Context: an optimization exercise on an open-source flow, tuned for small area and a short achievable clock period. The choices shown serve that exercise and are no tape-out recipe. Only simulation tests tie the RTL to the original design; equivalence was not proved. Power is estimated from default activity; no workload was simulated.

===== constraint.sdc =====
create_clock -name core_clock -period 12.5 [get_ports {clk}]
set_input_delay 2.5000 -clock core_clock [delete_from_list [all_inputs] [get_ports {clk}]]
set_output_delay 2.5000 -clock core_clock [all_outputs]
set_load 0.01 [all_outputs]

===== design.v =====
module full_adder(output sum,
                  output carry_out,
                  input x,
                  input y,
                  input carry_in);
assign sum = x ^ y ^ carry_in;
assign carry_out = (x & y) | (x & carry_in) | (y & carry_in);
endmodule
module half_adder_n(output sum_n,
                    output carry_n,
                    input a_n,
                    input b_n);
xnor_n xs(sum_n, a_n, b_n);
or_n oc(carry_n, a_n, b_n);
endmodule
module xnor_n(output y, input a, input b);
assign y = ~(a ^ b);
endmodule
module or_n(output y, input a, input b);
assign y = a | b;
endmodule
module fir_3tap (input clk,
                 input [7:0] Xin,
                 input [7:0] H0,
                 input [7:0] H1,
                 input [7:0] H2,
                 output reg [15:0] Yout);
reg [15:0] Q1n, Q2n;
wire t2_p0_0 = ~(Xin[0] & H2[0]);
wire t2_p0_1 = ~(Xin[0] & H2[1]);
wire t2_p0_2 = ~(Xin[0] & H2[2]);
wire t2_p0_3 = ~(Xin[0] & H2[3]);
wire t2_p0_4 = ~(Xin[0] & H2[4]);
wire t2_p0_5 = ~(Xin[0] & H2[5]);
wire t2_p0_6 = ~(Xin[0] & H2[6]);
wire t2_p0_7 = ~(Xin[0] & H2[7]);
wire t2_p1_0 = ~(Xin[1] & H2[0]);
wire t2_p1_1 = ~(Xin[1] & H2[1]);
wire t2_p1_2 = ~(Xin[1] & H2[2]);
wire t2_p1_3 = ~(Xin[1] & H2[3]);
wire t2_p1_4 = ~(Xin[1] & H2[4]);
wire t2_p1_5 = ~(Xin[1] & H2[5]);
wire t2_p1_6 = ~(Xin[1] & H2[6]);
wire t2_p1_7 = ~(Xin[1] & H2[7]);
wire t2_p2_0 = ~(Xin[2] & H2[0]);
wire t2_p2_1 = ~(Xin[2] & H2[1]);
wire t2_p2_2 = ~(Xin[2] & H2[2]);
wire t2_p2_3 = ~(Xin[2] & H2[3]);
wire t2_p2_4 = ~(Xin[2] & H2[4]);
wire t2_p2_5 = ~(Xin[2] & H2[5]);
wire t2_p2_6 = ~(Xin[2] & H2[6]);
wire t2_p2_7 = ~(Xin[2] & H2[7]);
wire t2_p3_0 = ~(Xin[3] & H2[0]);
wire t2_p3_1 = ~(Xin[3] & H2[1]);
wire t2_p3_2 = ~(Xin[3] & H2[2]);
wire t2_p3_3 = ~(Xin[3] & H2[3]);
wire t2_p3_4 = ~(Xin[3] & H2[4]);
wire t2_p3_5 = ~(Xin[3] & H2[5]);
wire t2_p3_6 = ~(Xin[3] & H2[6]);
wire t2_p3_7 = ~(Xin[3] & H2[7]);
wire t2_p4_0 = ~(Xin[4] & H2[0]);
wire t2_p4_1 = ~(Xin[4] & H2[1]);
wire t2_p4_2 = ~(Xin[4] & H2[2]);
wire t2_p4_3 = ~(Xin[4] & H2[3]);
wire t2_p4_4 = ~(Xin[4] & H2[4]);
wire t2_p4_5 = ~(Xin[4] & H2[5]);
wire t2_p4_6 = ~(Xin[4] & H2[6]);
wire t2_p4_7 = ~(Xin[4] & H2[7]);
wire t2_p5_0 = ~(Xin[5] & H2[0]);
wire t2_p5_1 = ~(Xin[5] & H2[1]);
wire t2_p5_2 = ~(Xin[5] & H2[2]);
wire t2_p5_3 = ~(Xin[5] & H2[3]);
wire t2_p5_4 = ~(Xin[5] & H2[4]);
wire t2_p5_5 = ~(Xin[5] & H2[5]);
wire t2_p5_6 = ~(Xin[5] & H2[6]);
wire t2_p5_7 = ~(Xin[5] & H2[7]);
wire t2_p6_0 = ~(Xin[6] & H2[0]);
wire t2_p6_1 = ~(Xin[6] & H2[1]);
wire t2_p6_2 = ~(Xin[6] & H2[2]);
wire t2_p6_3 = ~(Xin[6] & H2[3]);
wire t2_p6_4 = ~(Xin[6] & H2[4]);
wire t2_p6_5 = ~(Xin[6] & H2[5]);
wire t2_p6_6 = ~(Xin[6] & H2[6]);
wire t2_p6_7 = ~(Xin[6] & H2[7]);
wire t2_p7_0 = ~(Xin[7] & H2[0]);
wire t2_p7_1 = ~(Xin[7] & H2[1]);
wire t2_p7_2 = ~(Xin[7] & H2[2]);
wire t2_p7_3 = ~(Xin[7] & H2[3]);
wire t2_p7_4 = ~(Xin[7] & H2[4]);
wire t2_p7_5 = ~(Xin[7] & H2[5]);
wire t2_p7_6 = ~(Xin[7] & H2[6]);
wire t2_p7_7 = ~(Xin[7] & H2[7]);
wire t2_s0, t2_c0;
half_adder_n t2_ha1 (t2_s0, t2_c0, t2_p0_6, t2_p1_5);
wire t2_s1, t2_c1;
full_adder t2_fa2 (t2_s1, t2_c1, t2_p0_7, t2_p1_6, t2_p2_5);
wire t2_s2, t2_c2;
half_adder_n t2_ha3 (t2_s2, t2_c2, t2_p3_4, t2_p4_3);
wire t2_s3, t2_c3;
full_adder t2_fa4 (t2_s3, t2_c3, t2_p1_7, t2_p2_6, t2_p3_5);
wire t2_s4, t2_c4;
half_adder_n t2_ha5 (t2_s4, t2_c4, t2_p4_4, t2_p5_3);
wire t2_s5, t2_c5;
full_adder t2_fa6 (t2_s5, t2_c5, t2_p2_7, t2_p3_6, t2_p4_5);
wire t2_s6, t2_c6;
half_adder_n t2_ha7 (t2_s6, t2_c6, t2_p0_4, t2_p1_3);
wire t2_s7, t2_c7;
full_adder t2_fa8 (t2_s7, t2_c7, t2_p0_5, t2_p1_4, t2_p2_3);
wire t2_s8, t2_c8;
half_adder_n t2_ha9 (t2_s8, t2_c8, t2_p3_2, t2_p4_1);
wire t2_s9, t2_c9;
full_adder t2_fa10 (t2_s9, t2_c9, t2_p2_4, t2_p3_3, t2_p4_2);
wire t2_s10, t2_c10;
full_adder t2_fa11 (t2_s10, t2_c10, t2_p5_1, t2_p6_0, t2_s0);
wire t2_s11, t2_c11;
full_adder t2_fa12 (t2_s11, t2_c11, t2_p5_2, t2_p6_1, t2_p7_0);
wire t2_s12, t2_c12;
full_adder t2_fa13 (t2_s12, t2_c12, t2_c0, t2_s2, t2_s1);
wire t2_s13, t2_c13;
full_adder t2_fa14 (t2_s13, t2_c13, t2_p6_2, t2_p7_1, t2_c2);
wire t2_s14, t2_c14;
full_adder t2_fa15 (t2_s14, t2_c14, t2_s4, t2_c1, t2_s3);
wire t2_s15, t2_c15;
full_adder t2_fa16 (t2_s15, t2_c15, t2_p5_4, t2_p6_3, t2_p7_2);
wire t2_s16, t2_c16;
full_adder t2_fa17 (t2_s16, t2_c16, t2_c4, t2_c3, t2_s5);
wire t2_s17, t2_c17;
full_adder t2_fa18 (t2_s17, t2_c17, t2_p3_7, t2_p4_6, t2_p5_5);
wire t2_s18, t2_c18;
full_adder t2_fa19 (t2_s18, t2_c18, t2_p6_4, t2_p7_3, t2_c5);
wire t2_s19, t2_c19;
full_adder t2_fa20 (t2_s19, t2_c19, t2_p4_7, t2_p5_6, t2_p6_5);
wire t2_s20, t2_c20;
half_adder_n t2_ha21 (t2_s20, t2_c20, t2_p0_3, t2_p1_2);
wire t2_s21, t2_c21;
full_adder t2_fa22 (t2_s21, t2_c21, t2_p2_2, t2_p3_1, t2_p4_0);
wire t2_s22, t2_c22;
full_adder t2_fa23 (t2_s22, t2_c22, t2_p5_0, t2_c6, t2_s8);
wire t2_s23, t2_c23;
full_adder t2_fa24 (t2_s23, t2_c23, t2_c8, t2_c7, t2_s9);
wire t2_s24, t2_c24;
full_adder t2_fa25 (t2_s24, t2_c24, t2_c9, t2_s11, t2_c10);
wire t2_s25, t2_c25;
full_adder t2_fa26 (t2_s25, t2_c25, t2_c11, t2_s13, t2_c12);
wire t2_s26, t2_c26;
full_adder t2_fa27 (t2_s26, t2_c26, t2_s15, t2_c13, t2_c14);
wire t2_s27, t2_c27;
full_adder t2_fa28 (t2_s27, t2_c27, t2_c15, t2_s17, t2_c16);
wire t2_s28, t2_c28;
full_adder t2_fa29 (t2_s28, t2_c28, t2_p7_4, t2_c17, t2_s19);
wire t2_s29, t2_c29;
full_adder t2_fa30 (t2_s29, t2_c29, t2_p5_7, t2_p6_6, t2_p7_5);
wire t2_s30, t2_c30;
half_adder_n t2_ha31 (t2_s30, t2_c30, t2_p0_2, t2_p1_1);
wire t2_s31, t2_c31;
full_adder t2_fa32 (t2_s31, t2_c31, t2_p2_1, t2_p3_0, t2_s20);
wire t2_s32, t2_c32;
full_adder t2_fa33 (t2_s32, t2_c32, t2_c20, t2_s6, t2_s21);
wire t2_s33, t2_c33;
full_adder t2_fa34 (t2_s33, t2_c33, t2_c21, t2_s7, t2_s22);
wire t2_s34, t2_c34;
full_adder t2_fa35 (t2_s34, t2_c34, t2_c22, t2_s10, t2_s23);
wire t2_s35, t2_c35;
full_adder t2_fa36 (t2_s35, t2_c35, t2_c23, t2_s12, t2_s24);
wire t2_s36, t2_c36;
full_adder t2_fa37 (t2_s36, t2_c36, t2_s14, t2_c24, t2_s25);
wire t2_s37, t2_c37;
full_adder t2_fa38 (t2_s37, t2_c37, t2_s16, t2_c25, t2_s26);
wire t2_s38, t2_c38;
full_adder t2_fa39 (t2_s38, t2_c38, t2_s18, t2_c26, t2_s27);
wire t2_s39, t2_c39;
full_adder t2_fa40 (t2_s39, t2_c39, t2_c18, t2_s28, t2_c27);
wire t2_s40, t2_c40;
full_adder t2_fa41 (t2_s40, t2_c40, t2_c19, t2_s29, t2_c28);
wire t2_s41, t2_c41;
full_adder t2_fa42 (t2_s41, t2_c41, t2_p6_7, t2_p7_6, t2_c29);
wire [15:0] t2_g, t2_p, t2_sn;
assign t2_g[0] = t2_p0_0 & 1'b1;
assign t2_p[0] = t2_p0_0 ^ 1'b1;
assign t2_g[1] = t2_p0_1 & t2_p1_0;
assign t2_p[1] = t2_p0_1 ^ t2_p1_0;
assign t2_g[2] = t2_s30 & t2_p2_0;
assign t2_p[2] = t2_s30 ^ t2_p2_0;
assign t2_g[3] = t2_c30 & t2_s31;
assign t2_p[3] = t2_c30 ^ t2_s31;
assign t2_g[4] = t2_c31 & t2_s32;
assign t2_p[4] = t2_c31 ^ t2_s32;
assign t2_g[5] = t2_c32 & t2_s33;
assign t2_p[5] = t2_c32 ^ t2_s33;
assign t2_g[6] = t2_c33 & t2_s34;
assign t2_p[6] = t2_c33 ^ t2_s34;
assign t2_g[7] = t2_c34 & t2_s35;
assign t2_p[7] = t2_c34 ^ t2_s35;
assign t2_g[8] = t2_c35 & t2_s36;
assign t2_p[8] = t2_c35 ^ t2_s36;
assign t2_g[9] = t2_c36 & t2_s37;
assign t2_p[9] = t2_c36 ^ t2_s37;
assign t2_g[10] = t2_c37 & t2_s38;
assign t2_p[10] = t2_c37 ^ t2_s38;
assign t2_g[11] = t2_c38 & t2_s39;
assign t2_p[11] = t2_c38 ^ t2_s39;
assign t2_g[12] = t2_c39 & t2_s40;
assign t2_p[12] = t2_c39 ^ t2_s40;
assign t2_g[13] = t2_c40 & t2_s41;
assign t2_p[13] = t2_c40 ^ t2_s41;
assign t2_g[14] = t2_c41 & t2_p7_7;
assign t2_p[14] = t2_c41 ^ t2_p7_7;
assign t2_g[15] = 1'b1 & 1'b1;
assign t2_p[15] = 1'b1 ^ 1'b1;
wire t2_G0 = t2_g[1] | (t2_p[1] & (t2_g[0] | t2_p[0]));
wire t2_P0 = t2_p[1] & t2_p[0];
wire t2_G1 = t2_g[3] | (t2_p[3] & t2_g[2]);
wire t2_P1 = t2_p[3] & t2_p[2];
wire t2_G2 = t2_g[5] | (t2_p[5] & t2_g[4]);
wire t2_P2 = t2_p[5] & t2_p[4];
wire t2_G3 = t2_g[7] | (t2_p[7] & t2_g[6]);
wire t2_P3 = t2_p[7] & t2_p[6];
wire t2_G4 = t2_g[9] | (t2_p[9] & t2_g[8]);
wire t2_P4 = t2_p[9] & t2_p[8];
wire t2_G5 = t2_g[11] | (t2_p[11] & t2_g[10]);
wire t2_P5 = t2_p[11] & t2_p[10];
wire t2_G6 = t2_g[13] | (t2_p[13] & t2_g[12]);
wire t2_P6 = t2_p[13] & t2_p[12];
wire t2_G7 = t2_G1 | (t2_P1 & t2_G0);
wire t2_P7 = t2_P1 & t2_P0;
wire t2_G8 = t2_G3 | (t2_P3 & t2_G2);
wire t2_P8 = t2_P3 & t2_P2;
wire t2_G9 = t2_G5 | (t2_P5 & t2_G4);
wire t2_P9 = t2_P5 & t2_P4;
wire t2_G10 = t2_G8 | (t2_P8 & t2_G7);
wire t2_P10 = t2_P8 & t2_P7;
wire t2_G11 = t2_G9 | (t2_P9 & t2_G10);
wire t2_P11 = t2_P9 & t2_P10;
wire t2_G12 = t2_G2 | (t2_P2 & t2_G7);
wire t2_P12 = t2_P2 & t2_P7;
wire t2_G13 = t2_G4 | (t2_P4 & t2_G10);
wire t2_P13 = t2_P4 & t2_P10;
wire t2_G14 = t2_G6 | (t2_P6 & t2_G11);
wire t2_P14 = t2_P6 & t2_P11;
wire t2_G15 = t2_g[2] | (t2_p[2] & t2_G0);
wire t2_P15 = t2_p[2] & t2_P0;
wire t2_G16 = t2_g[4] | (t2_p[4] & t2_G7);
wire t2_P16 = t2_p[4] & t2_P7;
wire t2_G17 = t2_g[6] | (t2_p[6] & t2_G12);
wire t2_P17 = t2_p[6] & t2_P12;
wire t2_G18 = t2_g[8] | (t2_p[8] & t2_G10);
wire t2_P18 = t2_p[8] & t2_P10;
wire t2_G19 = t2_g[10] | (t2_p[10] & t2_G13);
wire t2_P19 = t2_p[10] & t2_P13;
wire t2_G20 = t2_g[12] | (t2_p[12] & t2_G11);
wire t2_P20 = t2_p[12] & t2_P11;
wire t2_G21 = t2_g[14] | (t2_p[14] & t2_G14);
wire t2_P21 = t2_p[14] & t2_P14;
assign t2_sn[0] = ~t2_p[0];
assign t2_sn[1] = t2_p[1] ^ (t2_g[0] | t2_p[0]);
assign t2_sn[2] = t2_p[2] ^ t2_G0;
assign t2_sn[3] = t2_p[3] ^ t2_G15;
assign t2_sn[4] = t2_p[4] ^ t2_G7;
assign t2_sn[5] = t2_p[5] ^ t2_G16;
assign t2_sn[6] = t2_p[6] ^ t2_G12;
assign t2_sn[7] = t2_p[7] ^ t2_G17;
assign t2_sn[8] = t2_p[8] ^ t2_G10;
assign t2_sn[9] = t2_p[9] ^ t2_G18;
assign t2_sn[10] = t2_p[10] ^ t2_G13;
assign t2_sn[11] = t2_p[11] ^ t2_G19;
assign t2_sn[12] = t2_p[12] ^ t2_G11;
assign t2_sn[13] = t2_p[13] ^ t2_G20;
assign t2_sn[14] = t2_p[14] ^ t2_G14;
assign t2_sn[15] = t2_p[15] ^ t2_G21;
wire t1_p0_0 = ~(Xin[0] & H1[0]);
wire t1_p0_1 = ~(Xin[0] & H1[1]);
wire t1_p0_2 = ~(Xin[0] & H1[2]);
wire t1_p0_3 = ~(Xin[0] & H1[3]);
wire t1_p0_4 = ~(Xin[0] & H1[4]);
wire t1_p0_5 = ~(Xin[0] & H1[5]);
wire t1_p0_6 = ~(Xin[0] & H1[6]);
wire t1_p0_7 = ~(Xin[0] & H1[7]);
wire t1_p1_0 = ~(Xin[1] & H1[0]);
wire t1_p1_1 = ~(Xin[1] & H1[1]);
wire t1_p1_2 = ~(Xin[1] & H1[2]);
wire t1_p1_3 = ~(Xin[1] & H1[3]);
wire t1_p1_4 = ~(Xin[1] & H1[4]);
wire t1_p1_5 = ~(Xin[1] & H1[5]);
wire t1_p1_6 = ~(Xin[1] & H1[6]);
wire t1_p1_7 = ~(Xin[1] & H1[7]);
wire t1_p2_0 = ~(Xin[2] & H1[0]);
wire t1_p2_1 = ~(Xin[2] & H1[1]);
wire t1_p2_2 = ~(Xin[2] & H1[2]);
wire t1_p2_3 = ~(Xin[2] & H1[3]);
wire t1_p2_4 = ~(Xin[2] & H1[4]);
wire t1_p2_5 = ~(Xin[2] & H1[5]);
wire t1_p2_6 = ~(Xin[2] & H1[6]);
wire t1_p2_7 = ~(Xin[2] & H1[7]);
wire t1_p3_0 = ~(Xin[3] & H1[0]);
wire t1_p3_1 = ~(Xin[3] & H1[1]);
wire t1_p3_2 = ~(Xin[3] & H1[2]);
wire t1_p3_3 = ~(Xin[3] & H1[3]);
wire t1_p3_4 = ~(Xin[3] & H1[4]);
wire t1_p3_5 = ~(Xin[3] & H1[5]);
wire t1_p3_6 = ~(Xin[3] & H1[6]);
wire t1_p3_7 = ~(Xin[3] & H1[7]);
wire t1_p4_0 = ~(Xin[4] & H1[0]);
wire t1_p4_1 = ~(Xin[4] & H1[1]);
wire t1_p4_2 = ~(Xin[4] & H1[2]);
wire t1_p4_3 = ~(Xin[4] & H1[3]);
wire t1_p4_4 = ~(Xin[4] & H1[4]);
wire t1_p4_5 = ~(Xin[4] & H1[5]);
wire t1_p4_6 = ~(Xin[4] & H1[6]);
wire t1_p4_7 = ~(Xin[4] & H1[7]);
wire t1_p5_0 = ~(Xin[5] & H1[0]);
wire t1_p5_1 = ~(Xin[5] & H1[1]);
wire t1_p5_2 = ~(Xin[5] & H1[2]);
wire t1_p5_3 = ~(Xin[5] & H1[3]);
wire t1_p5_4 = ~(Xin[5] & H1[4]);
wire t1_p5_5 = ~(Xin[5] & H1[5]);
wire t1_p5_6 = ~(Xin[5] & H1[6]);
wire t1_p5_7 = ~(Xin[5] & H1[7]);
wire t1_p6_0 = ~(Xin[6] & H1[0]);
wire t1_p6_1 = ~(Xin[6] & H1[1]);
wire t1_p6_2 = ~(Xin[6] & H1[2]);
wire t1_p6_3 = ~(Xin[6] & H1[3]);
wire t1_p6_4 = ~(Xin[6] & H1[4]);
wire t1_p6_5 = ~(Xin[6] & H1[5]);
wire t1_p6_6 = ~(Xin[6] & H1[6]);
wire t1_p6_7 = ~(Xin[6] & H1[7]);
wire t1_p7_0 = ~(Xin[7] & H1[0]);
wire t1_p7_1 = ~(Xin[7] & H1[1]);
wire t1_p7_2 = ~(Xin[7] & H1[2]);
wire t1_p7_3 = ~(Xin[7] & H1[3]);
wire t1_p7_4 = ~(Xin[7] & H1[4]);
wire t1_p7_5 = ~(Xin[7] & H1[5]);
wire t1_p7_6 = ~(Xin[7] & H1[6]);
wire t1_p7_7 = ~(Xin[7] & H1[7]);
wire t1_s0, t1_c0;
half_adder_n t1_ha1 (t1_s0, t1_c0, Q1n[5], t1_p0_5);
wire t1_s1, t1_c1;
full_adder t1_fa2 (t1_s1, t1_c1, Q1n[6], t1_p0_6, t1_p1_5);
wire t1_s2, t1_c2;
half_adder_n t1_ha3 (t1_s2, t1_c2, t1_p2_4, t1_p3_3);
wire t1_s3, t1_c3;
full_adder t1_fa4 (t1_s3, t1_c3, Q1n[7], t1_p0_7, t1_p1_6);
wire t1_s4, t1_c4;
full_adder t1_fa5 (t1_s4, t1_c4, t1_p2_5, t1_p3_4, t1_p4_3);
wire t1_s5, t1_c5;
half_adder_n t1_ha6 (t1_s5, t1_c5, t1_p5_2, t1_p6_1);
wire t1_s6, t1_c6;
full_adder t1_fa7 (t1_s6, t1_c6, Q1n[8], t1_p1_7, t1_p2_6);
wire t1_s7, t1_c7;
full_adder t1_fa8 (t1_s7, t1_c7, t1_p3_5, t1_p4_4, t1_p5_3);
wire t1_s8, t1_c8;
half_adder_n t1_ha9 (t1_s8, t1_c8, t1_p6_2, t1_p7_1);
wire t1_s9, t1_c9;
full_adder t1_fa10 (t1_s9, t1_c9, Q1n[9], t1_p2_7, t1_p3_6);
wire t1_s10, t1_c10;
full_adder t1_fa11 (t1_s10, t1_c10, t1_p4_5, t1_p5_4, t1_p6_3);
wire t1_s11, t1_c11;
full_adder t1_fa12 (t1_s11, t1_c11, Q1n[10], t1_p3_7, t1_p4_6);
wire t1_s12, t1_c12;
half_adder_n t1_ha13 (t1_s12, t1_c12, Q1n[3], t1_p0_3);
wire t1_s13, t1_c13;
full_adder t1_fa14 (t1_s13, t1_c13, Q1n[4], t1_p0_4, t1_p1_3);
wire t1_s14, t1_c14;
half_adder_n t1_ha15 (t1_s14, t1_c14, t1_p2_2, t1_p3_1);
wire t1_s15, t1_c15;
full_adder t1_fa16 (t1_s15, t1_c15, t1_p1_4, t1_p2_3, t1_p3_2);
wire t1_s16, t1_c16;
full_adder t1_fa17 (t1_s16, t1_c16, t1_p4_1, t1_p5_0, t1_s0);
wire t1_s17, t1_c17;
full_adder t1_fa18 (t1_s17, t1_c17, t1_p4_2, t1_p5_1, t1_p6_0);
wire t1_s18, t1_c18;
full_adder t1_fa19 (t1_s18, t1_c18, t1_c0, t1_s2, t1_s1);
wire t1_s19, t1_c19;
full_adder t1_fa20 (t1_s19, t1_c19, t1_p7_0, t1_c2, t1_s5);
wire t1_s20, t1_c20;
full_adder t1_fa21 (t1_s20, t1_c20, t1_c1, t1_s3, t1_s4);
wire t1_s21, t1_c21;
full_adder t1_fa22 (t1_s21, t1_c21, t1_c5, t1_s8, t1_c3);
wire t1_s22, t1_c22;
full_adder t1_fa23 (t1_s22, t1_c22, t1_c4, t1_s6, t1_s7);
wire t1_s23, t1_c23;
full_adder t1_fa24 (t1_s23, t1_c23, t1_p7_2, t1_c8, t1_c6);
wire t1_s24, t1_c24;
full_adder t1_fa25 (t1_s24, t1_c24, t1_c7, t1_s10, t1_s9);
wire t1_s25, t1_c25;
full_adder t1_fa26 (t1_s25, t1_c25, t1_p5_5, t1_p6_4, t1_p7_3);
wire t1_s26, t1_c26;
full_adder t1_fa27 (t1_s26, t1_c26, t1_c10, t1_c9, t1_s11);
wire t1_s27, t1_c27;
full_adder t1_fa28 (t1_s27, t1_c27, Q1n[11], t1_p4_7, t1_p5_6);
wire t1_s28, t1_c28;
full_adder t1_fa29 (t1_s28, t1_c28, t1_p6_5, t1_p7_4, t1_c11);
wire t1_s29, t1_c29;
full_adder t1_fa30 (t1_s29, t1_c29, Q1n[12], t1_p5_7, t1_p6_6);
wire t1_s30, t1_c30;
half_adder_n t1_ha31 (t1_s30, t1_c30, Q1n[2], t1_p0_2);
wire t1_s31, t1_c31;
full_adder t1_fa32 (t1_s31, t1_c31, t1_p1_2, t1_p2_1, t1_p3_0);
wire t1_s32, t1_c32;
full_adder t1_fa33 (t1_s32, t1_c32, t1_p4_0, t1_c12, t1_s14);
wire t1_s33, t1_c33;
full_adder t1_fa34 (t1_s33, t1_c33, t1_c14, t1_c13, t1_s15);
wire t1_s34, t1_c34;
full_adder t1_fa35 (t1_s34, t1_c34, t1_c15, t1_s17, t1_c16);
wire t1_s35, t1_c35;
full_adder t1_fa36 (t1_s35, t1_c35, t1_c17, t1_s19, t1_c18);
wire t1_s36, t1_c36;
full_adder t1_fa37 (t1_s36, t1_c36, t1_c19, t1_c20, t1_s21);
wire t1_s37, t1_c37;
full_adder t1_fa38 (t1_s37, t1_c37, t1_c21, t1_c22, t1_s23);
wire t1_s38, t1_c38;
full_adder t1_fa39 (t1_s38, t1_c38, t1_s25, t1_c23, t1_c24);
wire t1_s39, t1_c39;
full_adder t1_fa40 (t1_s39, t1_c39, t1_c25, t1_s27, t1_c26);
wire t1_s40, t1_c40;
full_adder t1_fa41 (t1_s40, t1_c40, t1_p7_5, t1_c27, t1_s29);
wire t1_s41, t1_c41;
full_adder t1_fa42 (t1_s41, t1_c41, Q1n[13], t1_p6_7, t1_p7_6);
wire t1_s42, t1_c42;
half_adder_n t1_ha43 (t1_s42, t1_c42, Q1n[1], t1_p0_1);
wire t1_s43, t1_c43;
full_adder t1_fa44 (t1_s43, t1_c43, t1_p1_1, t1_p2_0, t1_s30);
wire t1_s44, t1_c44;
full_adder t1_fa45 (t1_s44, t1_c44, t1_c30, t1_s12, t1_s31);
wire t1_s45, t1_c45;
full_adder t1_fa46 (t1_s45, t1_c45, t1_c31, t1_s13, t1_s32);
wire t1_s46, t1_c46;
full_adder t1_fa47 (t1_s46, t1_c46, t1_c32, t1_s16, t1_s33);
wire t1_s47, t1_c47;
full_adder t1_fa48 (t1_s47, t1_c47, t1_c33, t1_s18, t1_s34);
wire t1_s48, t1_c48;
full_adder t1_fa49 (t1_s48, t1_c48, t1_s20, t1_c34, t1_s35);
wire t1_s49, t1_c49;
full_adder t1_fa50 (t1_s49, t1_c49, t1_s22, t1_c35, t1_s36);
wire t1_s50, t1_c50;
full_adder t1_fa51 (t1_s50, t1_c50, t1_s24, t1_c36, t1_s37);
wire t1_s51, t1_c51;
full_adder t1_fa52 (t1_s51, t1_c51, t1_s26, t1_c37, t1_s38);
wire t1_s52, t1_c52;
full_adder t1_fa53 (t1_s52, t1_c52, t1_s28, t1_c38, t1_s39);
wire t1_s53, t1_c53;
full_adder t1_fa54 (t1_s53, t1_c53, t1_c28, t1_s40, t1_c39);
wire t1_s54, t1_c54;
full_adder t1_fa55 (t1_s54, t1_c54, t1_c29, t1_s41, t1_c40);
wire t1_s55, t1_c55;
full_adder t1_fa56 (t1_s55, t1_c55, Q1n[14], t1_p7_7, t1_c41);
wire [15:0] t1_g, t1_p, t1_sn;
assign t1_g[0] = Q1n[0] & t1_p0_0;
assign t1_p[0] = Q1n[0] ^ t1_p0_0;
assign t1_g[1] = t1_s42 & t1_p1_0;
assign t1_p[1] = t1_s42 ^ t1_p1_0;
assign t1_g[2] = t1_c42 & t1_s43;
assign t1_p[2] = t1_c42 ^ t1_s43;
assign t1_g[3] = t1_c43 & t1_s44;
assign t1_p[3] = t1_c43 ^ t1_s44;
assign t1_g[4] = t1_c44 & t1_s45;
assign t1_p[4] = t1_c44 ^ t1_s45;
assign t1_g[5] = t1_c45 & t1_s46;
assign t1_p[5] = t1_c45 ^ t1_s46;
assign t1_g[6] = t1_c46 & t1_s47;
assign t1_p[6] = t1_c46 ^ t1_s47;
assign t1_g[7] = t1_c47 & t1_s48;
assign t1_p[7] = t1_c47 ^ t1_s48;
assign t1_g[8] = t1_c48 & t1_s49;
assign t1_p[8] = t1_c48 ^ t1_s49;
assign t1_g[9] = t1_c49 & t1_s50;
assign t1_p[9] = t1_c49 ^ t1_s50;
assign t1_g[10] = t1_c50 & t1_s51;
assign t1_p[10] = t1_c50 ^ t1_s51;
assign t1_g[11] = t1_c51 & t1_s52;
assign t1_p[11] = t1_c51 ^ t1_s52;
assign t1_g[12] = t1_c52 & t1_s53;
assign t1_p[12] = t1_c52 ^ t1_s53;
assign t1_g[13] = t1_c53 & t1_s54;
assign t1_p[13] = t1_c53 ^ t1_s54;
assign t1_g[14] = t1_c54 & t1_s55;
assign t1_p[14] = t1_c54 ^ t1_s55;
assign t1_g[15] = t1_c55 & Q1n[15];
assign t1_p[15] = t1_c55 ^ Q1n[15];
wire t1_G0 = t1_g[1] | (t1_p[1] & (t1_g[0] | t1_p[0]));
wire t1_P0 = t1_p[1] & t1_p[0];
wire t1_G1 = t1_g[3] | (t1_p[3] & t1_g[2]);
wire t1_P1 = t1_p[3] & t1_p[2];
wire t1_G2 = t1_g[5] | (t1_p[5] & t1_g[4]);
wire t1_P2 = t1_p[5] & t1_p[4];
wire t1_G3 = t1_g[7] | (t1_p[7] & t1_g[6]);
wire t1_P3 = t1_p[7] & t1_p[6];
wire t1_G4 = t1_g[9] | (t1_p[9] & t1_g[8]);
wire t1_P4 = t1_p[9] & t1_p[8];
wire t1_G5 = t1_g[11] | (t1_p[11] & t1_g[10]);
wire t1_P5 = t1_p[11] & t1_p[10];
wire t1_G6 = t1_g[13] | (t1_p[13] & t1_g[12]);
wire t1_P6 = t1_p[13] & t1_p[12];
wire t1_G7 = t1_G1 | (t1_P1 & t1_G0);
wire t1_P7 = t1_P1 & t1_P0;
wire t1_G8 = t1_G3 | (t1_P3 & t1_G2);
wire t1_P8 = t1_P3 & t1_P2;
wire t1_G9 = t1_G5 | (t1_P5 & t1_G4);
wire t1_P9 = t1_P5 & t1_P4;
wire t1_G10 = t1_G8 | (t1_P8 & t1_G7);
wire t1_P10 = t1_P8 & t1_P7;
wire t1_G11 = t1_G9 | (t1_P9 & t1_G10);
wire t1_P11 = t1_P9 & t1_P10;
wire t1_G12 = t1_G2 | (t1_P2 & t1_G7);
wire t1_P12 = t1_P2 & t1_P7;
wire t1_G13 = t1_G4 | (t1_P4 & t1_G10);
wire t1_P13 = t1_P4 & t1_P10;
wire t1_G14 = t1_G6 | (t1_P6 & t1_G11);
wire t1_P14 = t1_P6 & t1_P11;
wire t1_G15 = t1_g[2] | (t1_p[2] & t1_G0);
wire t1_P15 = t1_p[2] & t1_P0;
wire t1_G16 = t1_g[4] | (t1_p[4] & t1_G7);
wire t1_P16 = t1_p[4] & t1_P7;
wire t1_G17 = t1_g[6] | (t1_p[6] & t1_G12);
wire t1_P17 = t1_p[6] & t1_P12;
wire t1_G18 = t1_g[8] | (t1_p[8] & t1_G10);
wire t1_P18 = t1_p[8] & t1_P10;
wire t1_G19 = t1_g[10] | (t1_p[10] & t1_G13);
wire t1_P19 = t1_p[10] & t1_P13;
wire t1_G20 = t1_g[12] | (t1_p[12] & t1_G11);
wire t1_P20 = t1_p[12] & t1_P11;
wire t1_G21 = t1_g[14] | (t1_p[14] & t1_G14);
wire t1_P21 = t1_p[14] & t1_P14;
assign t1_sn[0] = ~t1_p[0];
assign t1_sn[1] = t1_p[1] ^ (t1_g[0] | t1_p[0]);
assign t1_sn[2] = t1_p[2] ^ t1_G0;
assign t1_sn[3] = t1_p[3] ^ t1_G15;
assign t1_sn[4] = t1_p[4] ^ t1_G7;
assign t1_sn[5] = t1_p[5] ^ t1_G16;
assign t1_sn[6] = t1_p[6] ^ t1_G12;
assign t1_sn[7] = t1_p[7] ^ t1_G17;
assign t1_sn[8] = t1_p[8] ^ t1_G10;
assign t1_sn[9] = t1_p[9] ^ t1_G18;
assign t1_sn[10] = t1_p[10] ^ t1_G13;
assign t1_sn[11] = t1_p[11] ^ t1_G19;
assign t1_sn[12] = t1_p[12] ^ t1_G11;
assign t1_sn[13] = t1_p[13] ^ t1_G20;
assign t1_sn[14] = t1_p[14] ^ t1_G14;
assign t1_sn[15] = t1_p[15] ^ t1_G21;
wire t0_p0_0 = ~(Xin[0] & H0[0]);
wire t0_p0_1 = ~(Xin[0] & H0[1]);
wire t0_p0_2 = ~(Xin[0] & H0[2]);
wire t0_p0_3 = ~(Xin[0] & H0[3]);
wire t0_p0_4 = ~(Xin[0] & H0[4]);
wire t0_p0_5 = ~(Xin[0] & H0[5]);
wire t0_p0_6 = ~(Xin[0] & H0[6]);
wire t0_p0_7 = ~(Xin[0] & H0[7]);
wire t0_p1_0 = ~(Xin[1] & H0[0]);
wire t0_p1_1 = ~(Xin[1] & H0[1]);
wire t0_p1_2 = ~(Xin[1] & H0[2]);
wire t0_p1_3 = ~(Xin[1] & H0[3]);
wire t0_p1_4 = ~(Xin[1] & H0[4]);
wire t0_p1_5 = ~(Xin[1] & H0[5]);
wire t0_p1_6 = ~(Xin[1] & H0[6]);
wire t0_p1_7 = ~(Xin[1] & H0[7]);
wire t0_p2_0 = ~(Xin[2] & H0[0]);
wire t0_p2_1 = ~(Xin[2] & H0[1]);
wire t0_p2_2 = ~(Xin[2] & H0[2]);
wire t0_p2_3 = ~(Xin[2] & H0[3]);
wire t0_p2_4 = ~(Xin[2] & H0[4]);
wire t0_p2_5 = ~(Xin[2] & H0[5]);
wire t0_p2_6 = ~(Xin[2] & H0[6]);
wire t0_p2_7 = ~(Xin[2] & H0[7]);
wire t0_p3_0 = ~(Xin[3] & H0[0]);
wire t0_p3_1 = ~(Xin[3] & H0[1]);
wire t0_p3_2 = ~(Xin[3] & H0[2]);
wire t0_p3_3 = ~(Xin[3] & H0[3]);
wire t0_p3_4 = ~(Xin[3] & H0[4]);
wire t0_p3_5 = ~(Xin[3] & H0[5]);
wire t0_p3_6 = ~(Xin[3] & H0[6]);
wire t0_p3_7 = ~(Xin[3] & H0[7]);
wire t0_p4_0 = ~(Xin[4] & H0[0]);
wire t0_p4_1 = ~(Xin[4] & H0[1]);
wire t0_p4_2 = ~(Xin[4] & H0[2]);
wire t0_p4_3 = ~(Xin[4] & H0[3]);
wire t0_p4_4 = ~(Xin[4] & H0[4]);
wire t0_p4_5 = ~(Xin[4] & H0[5]);
wire t0_p4_6 = ~(Xin[4] & H0[6]);
wire t0_p4_7 = ~(Xin[4] & H0[7]);
wire t0_p5_0 = ~(Xin[5] & H0[0]);
wire t0_p5_1 = ~(Xin[5] & H0[1]);
wire t0_p5_2 = ~(Xin[5] & H0[2]);
wire t0_p5_3 = ~(Xin[5] & H0[3]);
wire t0_p5_4 = ~(Xin[5] & H0[4]);
wire t0_p5_5 = ~(Xin[5] & H0[5]);
wire t0_p5_6 = ~(Xin[5] & H0[6]);
wire t0_p5_7 = ~(Xin[5] & H0[7]);
wire t0_p6_0 = ~(Xin[6] & H0[0]);
wire t0_p6_1 = ~(Xin[6] & H0[1]);
wire t0_p6_2 = ~(Xin[6] & H0[2]);
wire t0_p6_3 = ~(Xin[6] & H0[3]);
wire t0_p6_4 = ~(Xin[6] & H0[4]);
wire t0_p6_5 = ~(Xin[6] & H0[5]);
wire t0_p6_6 = ~(Xin[6] & H0[6]);
wire t0_p6_7 = ~(Xin[6] & H0[7]);
wire t0_p7_0 = ~(Xin[7] & H0[0]);
wire t0_p7_1 = ~(Xin[7] & H0[1]);
wire t0_p7_2 = ~(Xin[7] & H0[2]);
wire t0_p7_3 = ~(Xin[7] & H0[3]);
wire t0_p7_4 = ~(Xin[7] & H0[4]);
wire t0_p7_5 = ~(Xin[7] & H0[5]);
wire t0_p7_6 = ~(Xin[7] & H0[6]);
wire t0_p7_7 = ~(Xin[7] & H0[7]);
wire t0_s0, t0_c0;
half_adder_n t0_ha1 (t0_s0, t0_c0, Q2n[5], t0_p0_5);
wire t0_s1, t0_c1;
full_adder t0_fa2 (t0_s1, t0_c1, Q2n[6], t0_p0_6, t0_p1_5);
wire t0_s2, t0_c2;
half_adder_n t0_ha3 (t0_s2, t0_c2, t0_p2_4, t0_p3_3);
wire t0_s3, t0_c3;
full_adder t0_fa4 (t0_s3, t0_c3, Q2n[7], t0_p0_7, t0_p1_6);
wire t0_s4, t0_c4;
full_adder t0_fa5 (t0_s4, t0_c4, t0_p2_5, t0_p3_4, t0_p4_3);
wire t0_s5, t0_c5;
half_adder_n t0_ha6 (t0_s5, t0_c5, t0_p5_2, t0_p6_1);
wire t0_s6, t0_c6;
full_adder t0_fa7 (t0_s6, t0_c6, Q2n[8], t0_p1_7, t0_p2_6);
wire t0_s7, t0_c7;
full_adder t0_fa8 (t0_s7, t0_c7, t0_p3_5, t0_p4_4, t0_p5_3);
wire t0_s8, t0_c8;
half_adder_n t0_ha9 (t0_s8, t0_c8, t0_p6_2, t0_p7_1);
wire t0_s9, t0_c9;
full_adder t0_fa10 (t0_s9, t0_c9, Q2n[9], t0_p2_7, t0_p3_6);
wire t0_s10, t0_c10;
full_adder t0_fa11 (t0_s10, t0_c10, t0_p4_5, t0_p5_4, t0_p6_3);
wire t0_s11, t0_c11;
full_adder t0_fa12 (t0_s11, t0_c11, Q2n[10], t0_p3_7, t0_p4_6);
wire t0_s12, t0_c12;
half_adder_n t0_ha13 (t0_s12, t0_c12, Q2n[3], t0_p0_3);
wire t0_s13, t0_c13;
full_adder t0_fa14 (t0_s13, t0_c13, Q2n[4], t0_p0_4, t0_p1_3);
wire t0_s14, t0_c14;
half_adder_n t0_ha15 (t0_s14, t0_c14, t0_p2_2, t0_p3_1);
wire t0_s15, t0_c15;
full_adder t0_fa16 (t0_s15, t0_c15, t0_p1_4, t0_p2_3, t0_p3_2);
wire t0_s16, t0_c16;
full_adder t0_fa17 (t0_s16, t0_c16, t0_p4_1, t0_p5_0, t0_s0);
wire t0_s17, t0_c17;
full_adder t0_fa18 (t0_s17, t0_c17, t0_p4_2, t0_p5_1, t0_p6_0);
wire t0_s18, t0_c18;
full_adder t0_fa19 (t0_s18, t0_c18, t0_c0, t0_s2, t0_s1);
wire t0_s19, t0_c19;
full_adder t0_fa20 (t0_s19, t0_c19, t0_p7_0, t0_c2, t0_s5);
wire t0_s20, t0_c20;
full_adder t0_fa21 (t0_s20, t0_c20, t0_c1, t0_s3, t0_s4);
wire t0_s21, t0_c21;
full_adder t0_fa22 (t0_s21, t0_c21, t0_c5, t0_s8, t0_c3);
wire t0_s22, t0_c22;
full_adder t0_fa23 (t0_s22, t0_c22, t0_c4, t0_s6, t0_s7);
wire t0_s23, t0_c23;
full_adder t0_fa24 (t0_s23, t0_c23, t0_p7_2, t0_c8, t0_c6);
wire t0_s24, t0_c24;
full_adder t0_fa25 (t0_s24, t0_c24, t0_c7, t0_s10, t0_s9);
wire t0_s25, t0_c25;
full_adder t0_fa26 (t0_s25, t0_c25, t0_p5_5, t0_p6_4, t0_p7_3);
wire t0_s26, t0_c26;
full_adder t0_fa27 (t0_s26, t0_c26, t0_c10, t0_c9, t0_s11);
wire t0_s27, t0_c27;
full_adder t0_fa28 (t0_s27, t0_c27, Q2n[11], t0_p4_7, t0_p5_6);
wire t0_s28, t0_c28;
full_adder t0_fa29 (t0_s28, t0_c28, t0_p6_5, t0_p7_4, t0_c11);
wire t0_s29, t0_c29;
full_adder t0_fa30 (t0_s29, t0_c29, Q2n[12], t0_p5_7, t0_p6_6);
wire t0_s30, t0_c30;
half_adder_n t0_ha31 (t0_s30, t0_c30, Q2n[2], t0_p0_2);
wire t0_s31, t0_c31;
full_adder t0_fa32 (t0_s31, t0_c31, t0_p1_2, t0_p2_1, t0_p3_0);
wire t0_s32, t0_c32;
full_adder t0_fa33 (t0_s32, t0_c32, t0_p4_0, t0_c12, t0_s14);
wire t0_s33, t0_c33;
full_adder t0_fa34 (t0_s33, t0_c33, t0_c14, t0_c13, t0_s15);
wire t0_s34, t0_c34;
full_adder t0_fa35 (t0_s34, t0_c34, t0_c15, t0_s17, t0_c16);
wire t0_s35, t0_c35;
full_adder t0_fa36 (t0_s35, t0_c35, t0_c17, t0_s19, t0_c18);
wire t0_s36, t0_c36;
full_adder t0_fa37 (t0_s36, t0_c36, t0_c19, t0_c20, t0_s21);
wire t0_s37, t0_c37;
full_adder t0_fa38 (t0_s37, t0_c37, t0_c21, t0_c22, t0_s23);
wire t0_s38, t0_c38;
full_adder t0_fa39 (t0_s38, t0_c38, t0_s25, t0_c23, t0_c24);
wire t0_s39, t0_c39;
full_adder t0_fa40 (t0_s39, t0_c39, t0_c25, t0_s27, t0_c26);
wire t0_s40, t0_c40;
full_adder t0_fa41 (t0_s40, t0_c40, t0_p7_5, t0_c27, t0_s29);
wire t0_s41, t0_c41;
full_adder t0_fa42 (t0_s41, t0_c41, Q2n[13], t0_p6_7, t0_p7_6);
wire t0_s42, t0_c42;
half_adder_n t0_ha43 (t0_s42, t0_c42, Q2n[1], t0_p0_1);
wire t0_s43, t0_c43;
full_adder t0_fa44 (t0_s43, t0_c43, t0_p1_1, t0_p2_0, t0_s30);
wire t0_s44, t0_c44;
full_adder t0_fa45 (t0_s44, t0_c44, t0_c30, t0_s12, t0_s31);
wire t0_s45, t0_c45;
full_adder t0_fa46 (t0_s45, t0_c45, t0_c31, t0_s13, t0_s32);
wire t0_s46, t0_c46;
full_adder t0_fa47 (t0_s46, t0_c46, t0_c32, t0_s16, t0_s33);
wire t0_s47, t0_c47;
full_adder t0_fa48 (t0_s47, t0_c47, t0_c33, t0_s18, t0_s34);
wire t0_s48, t0_c48;
full_adder t0_fa49 (t0_s48, t0_c48, t0_s20, t0_c34, t0_s35);
wire t0_s49, t0_c49;
full_adder t0_fa50 (t0_s49, t0_c49, t0_s22, t0_c35, t0_s36);
wire t0_s50, t0_c50;
full_adder t0_fa51 (t0_s50, t0_c50, t0_s24, t0_c36, t0_s37);
wire t0_s51, t0_c51;
full_adder t0_fa52 (t0_s51, t0_c51, t0_s26, t0_c37, t0_s38);
wire t0_s52, t0_c52;
full_adder t0_fa53 (t0_s52, t0_c52, t0_s28, t0_c38, t0_s39);
wire t0_s53, t0_c53;
full_adder t0_fa54 (t0_s53, t0_c53, t0_c28, t0_s40, t0_c39);
wire t0_s54, t0_c54;
full_adder t0_fa55 (t0_s54, t0_c54, t0_c29, t0_s41, t0_c40);
wire t0_s55, t0_c55;
full_adder t0_fa56 (t0_s55, t0_c55, Q2n[14], t0_p7_7, t0_c41);
wire [15:0] t0_g, t0_p, t0_sn;
assign t0_g[0] = Q2n[0] & t0_p0_0;
assign t0_p[0] = Q2n[0] ^ t0_p0_0;
assign t0_g[1] = t0_s42 & t0_p1_0;
assign t0_p[1] = t0_s42 ^ t0_p1_0;
assign t0_g[2] = t0_c42 & t0_s43;
assign t0_p[2] = t0_c42 ^ t0_s43;
assign t0_g[3] = t0_c43 & t0_s44;
assign t0_p[3] = t0_c43 ^ t0_s44;
assign t0_g[4] = t0_c44 & t0_s45;
assign t0_p[4] = t0_c44 ^ t0_s45;
assign t0_g[5] = t0_c45 & t0_s46;
assign t0_p[5] = t0_c45 ^ t0_s46;
assign t0_g[6] = t0_c46 & t0_s47;
assign t0_p[6] = t0_c46 ^ t0_s47;
assign t0_g[7] = t0_c47 & t0_s48;
assign t0_p[7] = t0_c47 ^ t0_s48;
assign t0_g[8] = t0_c48 & t0_s49;
assign t0_p[8] = t0_c48 ^ t0_s49;
assign t0_g[9] = t0_c49 & t0_s50;
assign t0_p[9] = t0_c49 ^ t0_s50;
assign t0_g[10] = t0_c50 & t0_s51;
assign t0_p[10] = t0_c50 ^ t0_s51;
assign t0_g[11] = t0_c51 & t0_s52;
assign t0_p[11] = t0_c51 ^ t0_s52;
assign t0_g[12] = t0_c52 & t0_s53;
assign t0_p[12] = t0_c52 ^ t0_s53;
assign t0_g[13] = t0_c53 & t0_s54;
assign t0_p[13] = t0_c53 ^ t0_s54;
assign t0_g[14] = t0_c54 & t0_s55;
assign t0_p[14] = t0_c54 ^ t0_s55;
assign t0_g[15] = t0_c55 & Q2n[15];
assign t0_p[15] = t0_c55 ^ Q2n[15];
wire t0_G0 = t0_g[1] | (t0_p[1] & (t0_g[0] | t0_p[0]));
wire t0_P0 = t0_p[1] & t0_p[0];
wire t0_G1 = t0_g[3] | (t0_p[3] & t0_g[2]);
wire t0_P1 = t0_p[3] & t0_p[2];
wire t0_G2 = t0_g[5] | (t0_p[5] & t0_g[4]);
wire t0_P2 = t0_p[5] & t0_p[4];
wire t0_G3 = t0_g[7] | (t0_p[7] & t0_g[6]);
wire t0_P3 = t0_p[7] & t0_p[6];
wire t0_G4 = t0_g[9] | (t0_p[9] & t0_g[8]);
wire t0_P4 = t0_p[9] & t0_p[8];
wire t0_G5 = t0_g[11] | (t0_p[11] & t0_g[10]);
wire t0_P5 = t0_p[11] & t0_p[10];
wire t0_G6 = t0_g[13] | (t0_p[13] & t0_g[12]);
wire t0_P6 = t0_p[13] & t0_p[12];
wire t0_G7 = t0_G1 | (t0_P1 & t0_G0);
wire t0_P7 = t0_P1 & t0_P0;
wire t0_G8 = t0_G3 | (t0_P3 & t0_G2);
wire t0_P8 = t0_P3 & t0_P2;
wire t0_G9 = t0_G5 | (t0_P5 & t0_G4);
wire t0_P9 = t0_P5 & t0_P4;
wire t0_G10 = t0_G8 | (t0_P8 & t0_G7);
wire t0_P10 = t0_P8 & t0_P7;
wire t0_G11 = t0_G9 | (t0_P9 & t0_G10);
wire t0_P11 = t0_P9 & t0_P10;
wire t0_G12 = t0_G2 | (t0_P2 & t0_G7);
wire t0_P12 = t0_P2 & t0_P7;
wire t0_G13 = t0_G4 | (t0_P4 & t0_G10);
wire t0_P13 = t0_P4 & t0_P10;
wire t0_G14 = t0_G6 | (t0_P6 & t0_G11);
wire t0_P14 = t0_P6 & t0_P11;
wire t0_G15 = t0_g[2] | (t0_p[2] & t0_G0);
wire t0_P15 = t0_p[2] & t0_P0;
wire t0_G16 = t0_g[4] | (t0_p[4] & t0_G7);
wire t0_P16 = t0_p[4] & t0_P7;
wire t0_G17 = t0_g[6] | (t0_p[6] & t0_G12);
wire t0_P17 = t0_p[6] & t0_P12;
wire t0_G18 = t0_g[8] | (t0_p[8] & t0_G10);
wire t0_P18 = t0_p[8] & t0_P10;
wire t0_G19 = t0_g[10] | (t0_p[10] & t0_G13);
wire t0_P19 = t0_p[10] & t0_P13;
wire t0_G20 = t0_g[12] | (t0_p[12] & t0_G11);
wire t0_P20 = t0_p[12] & t0_P11;
wire t0_G21 = t0_g[14] | (t0_p[14] & t0_G14);
wire t0_P21 = t0_p[14] & t0_P14;
assign t0_sn[0] = ~t0_p[0];
assign t0_sn[1] = t0_p[1] ^ (t0_g[0] | t0_p[0]);
assign t0_sn[2] = t0_p[2] ^ t0_G0;
assign t0_sn[3] = t0_p[3] ^ t0_G15;
assign t0_sn[4] = t0_p[4] ^ t0_G7;
assign t0_sn[5] = t0_p[5] ^ t0_G16;
assign t0_sn[6] = t0_p[6] ^ t0_G12;
assign t0_sn[7] = t0_p[7] ^ t0_G17;
assign t0_sn[8] = t0_p[8] ^ t0_G10;
assign t0_sn[9] = t0_p[9] ^ t0_G18;
assign t0_sn[10] = t0_p[10] ^ t0_G13;
assign t0_sn[11] = t0_p[11] ^ t0_G19;
assign t0_sn[12] = t0_p[12] ^ t0_G11;
assign t0_sn[13] = t0_p[13] ^ t0_G20;
assign t0_sn[14] = t0_p[14] ^ t0_G14;
assign t0_sn[15] = t0_p[15] ^ t0_G21;
always @(posedge clk) begin
  Q1n  <= t2_sn;
  Q2n  <= t1_sn;
  Yout <= ~t0_sn;
end
endmodule

===== config.mk =====
export PLATFORM = sky130hd
export DESIGN_NAME = fir_3tap
export DESIGN_NICKNAME = fir_3tap
export VERILOG_FILES = /design/flow/design.v
export SDC_FILE = /design/flow/constraint.sdc
export NUM_CORES = 4
export LEC_CHECK = 0
export CAP_MARGIN = 20
export CORE_MARGIN = 2
export CORE_UTILIZATION = 40
export SLEW_MARGIN = 20
export SYNTH_HIERARCHICAL = 1
export SYNTH_MINIMUM_KEEP_SIZE = 0

===== flow/run.sh =====
#!/bin/bash
cp standard.sh standard_sh_copy.txt
cp config.mk config_mk_copy.txt
export SETUP_SLACK_MARGIN=7
bash standard.sh > standard.log 2>&1

===== standard.sh =====
#!/bin/bash
# synth_recipe.tcl (not shown) runs the flow's synth.tcl, then flattens the netlist and writes it again
# the make line also repeats each setting of config.mk as NAME=value (left out here)
make -C /OpenROAD-flow-scripts/flow DESIGN_CONFIG=/design/flow/config.mk WORK_HOME=/design/flow/orfs CLKGATE_MAP_FILE= SYNTH_SCRIPT=/design/flow/synth_recipe.tcl "${@:-finish}"

==> results of run 1 <==
sequential cells by signal, summed over array words and instances (netlist names):
name  flops
Q1n      16
Q2n      16
Yout     16
modules after synthesis (local to each module, per instance), a selection:
| module | flops+latches | copies in the design | cell area (um^2) | cells inside |
|---|---|---|---|---|
| fir_3tap | 48 | 1 | 3530 | 464 |
| full_adder | 0 | 131 | 20.0 | 1 |
| or_n | 0 | 23 | 6.26 | 1 |
| xnor_n | 0 | 23 | 8.76 | 1 |
cell usage after synthesis (2+ instances only):
cell	n	area [um^2]
nand2_1	196	736
fa_1	154	3080
dfxtp_1	48	961
ha_1	39	488
inv_1	35	131
xnor2_1	30	263
or2_1	23	144
clkbuf_1	20	75.1
buf_1	16	60.1
xor2_1	15	131
a21oi_1	14	70.1
nor2_1	7	26.3
o21ai_0	5	25.0
a21o_1	4	30.0
and2_1	4	25.0
o211ai_1	4	30.0
a211oi_1	3	22.5
o21a_1	3	22.5
o21ai_1	3	15.0
a211oi_2	2	25.0
nand4_1	2	12.5
path summary, 6_finish.rpt:
kind | start | end | slack, ns
hold reg to reg | Q2n[15] | Yout[15] | 0.46
setup / recovery | Xin[1] | Q2n[14] | 6.59
setup reg to reg | Q1n[7] | Q2n[14] | 8.72
hold / removal | Q2n[15] | Yout[15] | 0.46
repair_timing:
action                     4_1_cts  5_1_grt
gates cloned                     9        1
setup buffers                   24       11
setup endpoints to repair       35       26
pin swaps                       70       56
gates resized for setup        219       35
cell families after synthesis:
family / share of synthesized area
buf+inv: 0.0410
xor+xnor: 0.0607
simple gates: 0.151
fa+ha+maj: 0.550
compound gates: 0.0491
flops: 0.148
routing by layer:
metal  part of all wire  GRT usage
met1               0.43      0.248
met2               0.51      0.325
met3              0.049     0.0370
met4              0.013     0.0489
met5                  0          0
report_power, final:
part | switching, uW | total [uW] | leakage (uW) | internal [uW]
clock | 67.0 | 167 | 0.0000871 | 100
combinational | 1020 | 2130 | 0.00281 | 1120
sequential | 34.0 | 301 | 0.000405 | 267
total | 1120 | 2600 | 0.00331 | 1480
metrics by stage:
step	instance area (um^2)	setup WS [ns]	util	hold WS [ns]
finish	8530	6.59	0.537	0.464
global route	8530	6.47	0.537	0.484
CTS	8300	6.59	0.523	0.473
detailed placement	7470	5.08	0.470	0.454
global placement	7480	5.07	0.471	0.456
floorplan	7080	6.49	-	0.412
cell type report:
class | count | area (um^2) | share of cell area
Sequential cell | 48 | 961 | 0.113
Tap cell | 216 | 270 | 0.0317
Clock buffer | 6 | 139 | 0.0163
Clock inverter | 2 | 38.8 | 0.00455
Inverter | 35 | 131 | 0.0154
Multi-Input combinational cell | 522 | 5800 | 0.680
Timing Repair Buffer | 98 | 1190 | 0.139
worst register-to-register path, delay by kind of cell, from the launching register on:
family / cells / cell delay [ns]
adders and majority gates: 6 / 2.66
AOI/OAI and AO/OA: 3 / 0.52
DFF: 1 / 0.33
and+or+nand+nor: 1 / 0.15
==> reports/results.txt, run 1 <==
synth unique cells: 35
Filler cells: 1,414
nets: 936
Slew Limit Fails: 0
Die W: 131 um
Worst path slowest cell: fa_1
remaining global-route overflow: 0
I/O Buffers: 48
most frequent cells in the layout: nand2_1 (168), fa_1 (110), dfxtp_1 (48)
Max IR drop VDD: 217 uV
CTS tree: yes
top cell family by delay on the critical path: adder cells
class of the worst hold path: reg2reg
number of synthesized register bits: 48
PwrDens: 305 nW/um^2
EDFF count, synth: 0
Worst Path Arrival: 6.10 ns
wire per inst: 16.5 um
asr flop ratio synth: 0
Worst Tran Pin Value: 0.326 ns
drt drc: 0
Crit. path cell count: 13
Hold Fails Final Rpt: 0
number of global-route vias before repair: 5,193
antenna violations before repair: 0
CP max stage delay: 0.50 ns
sequential share of the synthesized area: 0.148
number of hold buffers added after CTS: 0
crit-path max FO: 6
DRT Pass-1 Iters: 4
Root Driver: clkbuf_16
final cell count without fillers: 927
H-tree depth: 2
Crit path top cell by count: fa_2
Die Height: 131 um
Routed Antenna Nets: 0
Area Growth Syn to Fin: 31.3%
# clock sinks: 48
final WL: 15.3 mm
via count: 4,638
Clock transition at path regs: 0.07 ns
yosys warns: 7
Via-to-Cell Ratio: 5.00
CTS Buf Count: 5
Placed Instances: 874
Final setup violation count: 0
worst skew pair latency: 0.31 ns
share of layout cells above drive strength 1: 0.294
global-route usage over all layers: 0.190
I/O pins: 49
Fmax: 169 MHz
min cycle time layout: 5.91 ns
prevailing post-synth register cell: dfxtp_1
Initial Util: 0.409
post-DP HPWL: 10.3 mm
CP Capture Type: register
overall power: 2600 uW
Post-Synthesis Cells: 641
length in cells of the worst reg-to-reg path: 10
FP Rows: 46
post-synthesis cell area: 6490 um^2
syn_area_per_cell: 10.1 um^2
ant diodes: 0
relative slew slack: 0.781
sum of buffers and inverters on the critical path: 2
die area: 17,300 um^2
global-route wire length before repair: 26.1 mm
global placer's final weighted congestion: 0.809
Setup CP Type: in2reg
maxcap violations: 0
crit path cell chain: buf_12 -> buf_12 -> nand2_1 -> fa_2 -> fa_2 -> fa_1 -> fa_1 -> ha_4 -> o211ai_1 -> nor2_2 -> o2111ai_2 -> a32oi_2 -> fa_2
most common cell after layout, fill and taps aside: nand2_1
Iter 0 DRT Violations: 182
WP data required: 12.69 ns
Net Count, Synth: 867
RSZ-0062 raised after global routing: yes
Startpoint Class: primary input
status: complete, no violations
WHS Path Cells: 1
Core ar.: 15,900 um^2
Pleak: 0.00331 uW
Final TNS setup: 0 ns
CTS max path bufs: 2
largest net degree at the start of global routing: 25
final worst path period share: 0.473
Setup Skew: 0.00629 ns
==> run 2, diff against run 1 <==
==> flow/run.sh (replaced) <==
#!/bin/bash
cp standard.sh standard_sh_copy.txt
cp config.mk config_mk_copy.txt
export SETUP_SLACK_MARGIN=6
bash standard.sh > standard.log 2>&1
==> run 2 against run 1 <==
Against the previous run:
- global-route usage is 1.6 points lower
- non-clock buffer count is 40 lower
- synthesized cell count stayed put
- via count is 3.1% lower
- largest cell class unchanged
- sequential power is 2% lower
- hold slack worse by 0.015 ns
- routed wire length is 9.3% lower
- die area stayed put
- design area is 11% lower
- highest routed layer unchanged
- register-to-register slack worse by 0.14 ns
- sequential cell count stayed put
==> reports/results.txt, run 2 <==
synth top area cells: fa_1 (47%), dfxtp_1 (15%), nand2_1 (11%)
post-synthesis cell area: 6490 um^2 (unchanged)
Root Driver: clkbuf_16
class of the worst hold path: reg2reg
commonest cells in the netlist: nand2_1 (196), fa_1 (154), dfxtp_1 (48)
Filler cells: 1,486 (+5.1%)
Initial Util: 0.409 (unchanged)
FP Rows: 46 (unchanged)
top flop regs: Q1n x16, Q2n x16, Yout x16
asr flop ratio synth: 0 (unchanged)
EDFF count, synth: 0 (unchanged)
Net Count, Synth: 867 (unchanged)
sequential share of the synthesized area: 0.148 (unchanged)
Worst Path Arrival: 6.51 ns (+0.41 ns)
hold_sp: Q2n[15]
Setup Skew: 0.00926 ns (+0.00297 ns)
Worst Tran Pin Value: 0.393 ns (+0.0668 ns)
share of layout cells above drive strength 1: 0.0522 (-0.242)
number of synthesized register bits: 48 (unchanged)
Synth top area share: 0.475 (unchanged)
final worst path period share: 0.506 (+0.0331)
Iter 0 DRT Violations: 212 (+16%)
PwrDens: 273 nW/um^2 (-11%)
yosys warns: 7 (unchanged)
final WL: 13.9 mm (-9.3%)
Fmax: 158 MHz (-6.5%)
Die W: 131 um (unchanged)
DRT Pass-1 Iters: 4 (unchanged)
largest net degree at the start of global routing: 25 (unchanged)
post-DP HPWL: 10.4 mm (+0.48%)
start point of the critical path: H0[4]
# clock sinks: 48 (unchanged)
global-route usage over all layers: 0.174 (-0.0161)
Area Growth Syn to Fin: 16.3%
Die Height: 131 um (unchanged)
Yosys top cell by area: fa_1
Hold Fails Final Rpt: 0 (unchanged)
via count: 4,494 (-3.1%)
Storage cell area: 961 um^2 (unchanged)
remaining global-route overflow: 0 (unchanged)
Post-Synthesis Cells: 641 (unchanged)
synth unique cells: 35 (unchanged)
Final setup violation count: 0 (unchanged)
CTS tree: yes
CP Capture Type: register
nets: 896 (-4.3%)
Clock transition at path regs: 0.07 ns (about the same)
relative slew slack: 0.738 (-0.0430)
I/O Buffers: 48 (unchanged)
Startpoint Class: primary input
wire per inst: 15.7 um (-5.2%)
count leader, synth: nand2_1
Core ar.: 15,900 um^2 (unchanged)
Pleak: 0.00299 uW (-9.5%)
global placer's final weighted congestion: 0.826 (+2.0%)
number of hold buffers added after CTS: 0 (unchanged)
Slew Limit Fails: 0 (unchanged)
Routed Antenna Nets: 0 (unchanged)
Setup CP Type: in2reg
status: complete, no violations
Final TNS setup: 0 ns (unchanged)
crit-path max FO: 8 (+2)
drt drc: 0 (unchanged)
I/O pins: 49 (unchanged)
global-route wire length before repair: 24.4 mm (-6.4%)
syn_area_per_cell: 10.1 um^2 (unchanged)
number of global-route vias before repair: 4,988 (-3.9%)
Post-CTS Repair Setup Buffers: 0 (-100%)
antenna violations before repair: 0 (unchanged)
most frequent cells in the layout: nand2_1 (196), fa_1 (154), dfxtp_1 (48)
Max IR drop VDD: 136 uV (-37%)
ant diodes: 0 (unchanged)
H-tree depth: 2 (unchanged)
hold slack: 0.449 ns (-0.0150 ns)
CTS max path bufs: 2 (unchanged)
CTS Buf Count: 5 (unchanged)
r2r startpoint: Q2n[6]
RSZ-0062 raised after global routing: no
min cycle time layout: 6.32 ns (+0.414 ns)
maxcap violations: 0 (unchanged)
Via-to-Cell Ratio: 5.07 (+1.3%)
Multi-input gate area: 5300 um^2 (-8.6%)
WP data required: 12.69 ns (about the same)
prevailing post-synth register cell: dfxtp_1
most common cell after layout, fill and taps aside: nand2_1
die area: 17,300 um^2 (unchanged)
worst skew pair latency: 0.30 ns (about the same)
-- run 2: final timing paths --
kind                   end  slack [ns]  cells past startpoint
hold / removal    Yout[15]        0.45                      1
hold reg to reg   Yout[15]        0.45                      1
setup reg to reg  Yout[15]        8.58                     12
setup / recovery  Yout[15]        6.18                     13
-- run 2: stage by stage --
stage / cell area, um^2 / power [uW] / utilization / worst slack, ns / instances
3_3_place_gp: 7150 / 1850 / 0.450 / 4.99 / 874
6_report: 7550 / 2060 / 0.475 / 6.18 / 887
4_1_cts: 7470 / 2100 / 0.470 / 6.00 / 885
5_1_grt: 7550 / 2340 / 0.475 / 6.00 / 887
2_1_floorplan: 6490 / 1500 / - / 6.16 / 641
3_5_place_dp: 7150 / 1880 / 0.450 / 4.92 / 874
-- run 2: cell families after synthesis --
kind of cell,count (synthesis),synth area share
adder cells (fa/ha/maj),193,0.550
buffers and inverters,71,0.0410
AND/OR/NAND/NOR,238,0.151
flip-flops,48,0.148
XOR/XNOR,45,0.0607
AO/OA/AOI/OAI,46,0.0491
-- run 2: Yosys stat by module, one instance, submodules excluded, excerpt --
module      cells  flip-flops and latches
xnor_n          1                       0
or_n            1                       0
full_adder      1                       0
fir_3tap      464                      48
-- run 2: layout make-up --
class                           instances  share of cell area
Multi-Input combinational cell        522               0.702
Sequential cell                        48               0.127
Timing Repair Buffer                   58              0.0943
Tap cell                              216              0.0358
Clock buffer                            6              0.0184
Inverter                               35              0.0174
Clock inverter                          2             0.00514
-- run 2: layer usage --
metal,share of wire,vias up,GRT usage
met1,0.45,2324,0.237
met5,0,-,0
li1,-,2040,-
met3,0.051,16,0.0336
met2,0.49,114,0.290
met4,0.012,0,0.0356
-- run 2: repair_timing --
action                                  CTS  global route
cloned                                    3             2
endpoints found under the setup margin   24             9
pin swaps                                 1             1
resized for setup                        50            28
-- run 2: power breakdown --
part | leakage [uW] | internal [uW] | switching (uW)
registers | 0.000405 | 266 | 28.4
clock network | 0.0000871 | 100 | 64.1
logic | 0.00250 | 761 | 841
total | 0.00299 | 1130 | 933
-- run 2: critical path: stages --
cell,delay [ns]
clkdlybuf4s15_1,0.39
nand2_1,0.13
fa_1,0.52
fa_1,0.44
fa_1,0.57
fa_1,0.42
ha_1,0.33
o211ai_1,0.14
a211oi_2,0.26
o41ai_2,0.11
fa_1,0.41
xnor2_2,0.15
xnor2_1,0.13

-- static timing again, ports no longer ideal --
Ports are ideal in the flow. The routed layouts listed here were re-timed in OpenROAD. Step 1, drivers: a clkbuf_16 drives clk and a buf_2 each remaining input, both assumed. Step 2 also shifts input and output timing later by t, the mid clock arrival at the registers, as if the neighbouring blocks saw the same clock. Three values: ideal ports, drivers, drivers and shift; two values: the first two.
run	shift t [ns]	slack for setup (ns)	hold WS [ns]
run 1	0.342	6.592 / 6.563 / 6.222	0.464 / 0.464 / 0.464
run 2	0.332	6.177 / 6.179 / 5.847	0.449 / 0.449 / 0.449
After both steps every run listed still meets setup and hold. The setup slack of run 1, which loses most, moves by -0.029 ns with the drivers and by -0.370 ns with both steps.
